Context: an optimization exercise on an open-source flow, tuned for small area, a short achievable clock period and few clock cycles per item. The choices shown serve that exercise and are no tape-out recipe.
Function was checked by simulation only, so behaviour that the tests miss may differ from the original.
Power figures rest on the tool's default switching activity, not on a simulated workload.

## EQ
module EQ(
    clk,
    rst_n,
    in_valid,
    in_row,
    in_col,
    out_valid,
    out
);
input clk, rst_n, in_valid;
input [2:0] in_row, in_col;
output logic out_valid;
output logic [2:0] out;
logic       got_a;       
logic       calc;        
logic       ph;          
logic [2:0] k;           
logic [7:0] ra, ca;      
logic [7:0] rb, cb;      
logic [7:0] in_r, in_c;  
logic [5:0] idx;         
logic       h;
logic       hit;         
logic [5:0] idx_next;
logic [2:0] col0;        
logic [2:0] col;         
EQ_match u_match (.ra(ra), .ca(ca), .rb(rb), .cb(cb), .ph(ph), .hit(hit), .idx(idx_next), .col0(col0));
EQ_rom u_rom (.idx(idx), .k(k), .h(h), .col(col));
always_comb begin
    in_r = 8'd0; in_r[in_row] = 1'b1;
    in_c = 8'd0; in_c[in_col] = 1'b1;
end
always_ff @(posedge clk) begin
    if (!got_a && !calc) begin ra <= in_r; ca <= in_c; end
    else if (calc && !ph) ca <= {ca[0], ca[1], ca[2], ca[3], ca[4], ca[5], ca[6], ca[7]};
    if (!calc) begin rb <= in_r; cb <= in_c; end
    else if (!ph) cb <= {cb[0], cb[1], cb[2], cb[3], cb[4], cb[5], cb[6], cb[7]};
    if (calc) begin idx <= idx_next; h <= ph; end
    if (calc) out <= col0;
    else if (out_valid) out <= col;
end
always_ff @(posedge clk or negedge rst_n) begin
    if (!rst_n) begin
        got_a <= 1'b0; calc <= 1'b0; ph <= 1'b0; out_valid <= 1'b0; k <= 3'd0;
    end else begin
        got_a <= in_valid && !got_a;
        if (in_valid && got_a) begin calc <= 1'b1; ph <= 1'b0; end
        else if (calc && (hit || ph)) begin calc <= 1'b0; ph <= 1'b0; end
        else if (calc) ph <= 1'b1;
        if (calc && (hit || ph)) begin out_valid <= 1'b1; k <= 3'd0; end
        else if (out_valid) begin k <= k + 3'd1; if (k == 3'd7) out_valid <= 1'b0; end
    end
end
endmodule
export LEC_CHECK = 0
export ABC_AREA = 1
export CAP_MARGIN = 20
export CORE_MARGIN = 2
export CORE_UTILIZATION = 50
export PLACE_DENSITY = 0.9
export SETUP_SLACK_MARGIN = 2.7
export SLEW_MARGIN = 20
create_clock -name core_clock -period 5.5 [get_ports {clk}]
run.sh (not shown) runs the stock make flow with config.mk's settings and CLKGATE_MAP_FILE= SYNTH_SCRIPT=/design/flow/synth_recipe.tcl, a recipe that flattens the netlist after the stock synthesis.
The baseline went through all stages and came out clean.
Testbench counts at the start, summed over its fixed seeds: cycles 4,707, puzzles 384.
Next try:
--- a/flow/config.mk
+++ b/flow/config.mk
@@ -10,5 +10,4 @@
 export CORE_MARGIN = 2
 export CORE_UTILIZATION = 50
-export PLACE_DENSITY = 0.9
-export SETUP_SLACK_MARGIN = 2.7
+export SETUP_SLACK_MARGIN = 2.5
 export SLEW_MARGIN = 20
The new run finished clean; clock skew barely changes; global-route usage climbs by 1.0 points; hold slack gets better by 39 ps.


Starting RTL as in the previous note.
==> flow/config.mk <==
export PLATFORM = sky130hd
export DESIGN_NAME = EQ
export DESIGN_NICKNAME = EQ
export VERILOG_FILES = /design/flow/design.v
export SDC_FILE = /design/flow/constraint.sdc
export NUM_CORES = 4
export LEC_CHECK = 0
export ABC_AREA = 1
export CAP_MARGIN = 20
export CORE_MARGIN = 2
export CORE_UTILIZATION = 50
export PLACE_DENSITY = 0.8
export SETUP_SLACK_MARGIN = 2.5
export SLEW_MARGIN = 20
==> flow/constraint.sdc <==
create_clock -name core_clock -period 5.5 [get_ports {clk}]
set_input_delay 1.1000 -clock core_clock [delete_from_list [all_inputs] [get_ports {clk}]]
set_output_delay 1.1000 -clock core_clock [all_outputs]
set_load 0.01 [all_outputs]
The first run passed the timing, DRC and antenna checks.
Testbench counts at the start, summed over its fixed seeds: cycles 4,707, puzzles 384.
Next try:
Settings changed: PLACE_DENSITY 0.8 to 0.9.
Effect: Cell count barely changes; utilization is about the same; total power came out lower by 1.3%; via count came out lower by 0.70%; setup slack degrades by 0.11 ns; area after synthesis stays the same; routed wire length went up by 0.94%; worst hold slack gets worse by 0.037 ns; die area stays the same; clock power went down by about 5%; maximum frequency shrinks by 3.8%.

[static timing again, ports no longer ideal]
How much do the figures lean on ideal ports? The routed layouts below were timed once more, with nothing changed but the port constraints.
Step 1 sets driving cells, clkbuf_16 on the clock port and buf_2 on the other inputs (assumed; they add their load-dependent delay and slew).
Step 2 moves the port delays by t, midway between the first and last clock arrival at a register: inputs arrive t later, outputs are due t later. That takes back most of the time a late clock gives input paths.
Slacks: ideal / step 1 / step 2; pairs: ideal / step 1.
| run | t, ns | setup slack, ns | latest minus earliest clock arrival (ns) |
|---|---|---|---|
| the first run of note 1 | 0.334 | 2.795 / 2.795 / 2.559 | 0.010 / 0.010 |
| the second run of note 1 | 0.343 | 2.666 / 2.666 / 2.549 | 0.014 / 0.014 |
| the first run of note 2 | 0.345 | 2.713 / 2.713 / 2.602 | 0.016 / 0.016 |
| the second run of note 2 | 0.334 | 2.604 / 2.604 / 2.517 | 0.010 / 0.010 |
After both steps every run listed still meets setup and hold. For the first run of note 1, which loses most, drivers alone change the setup slack by 0.000 ns; drivers and shift together by -0.236 ns.
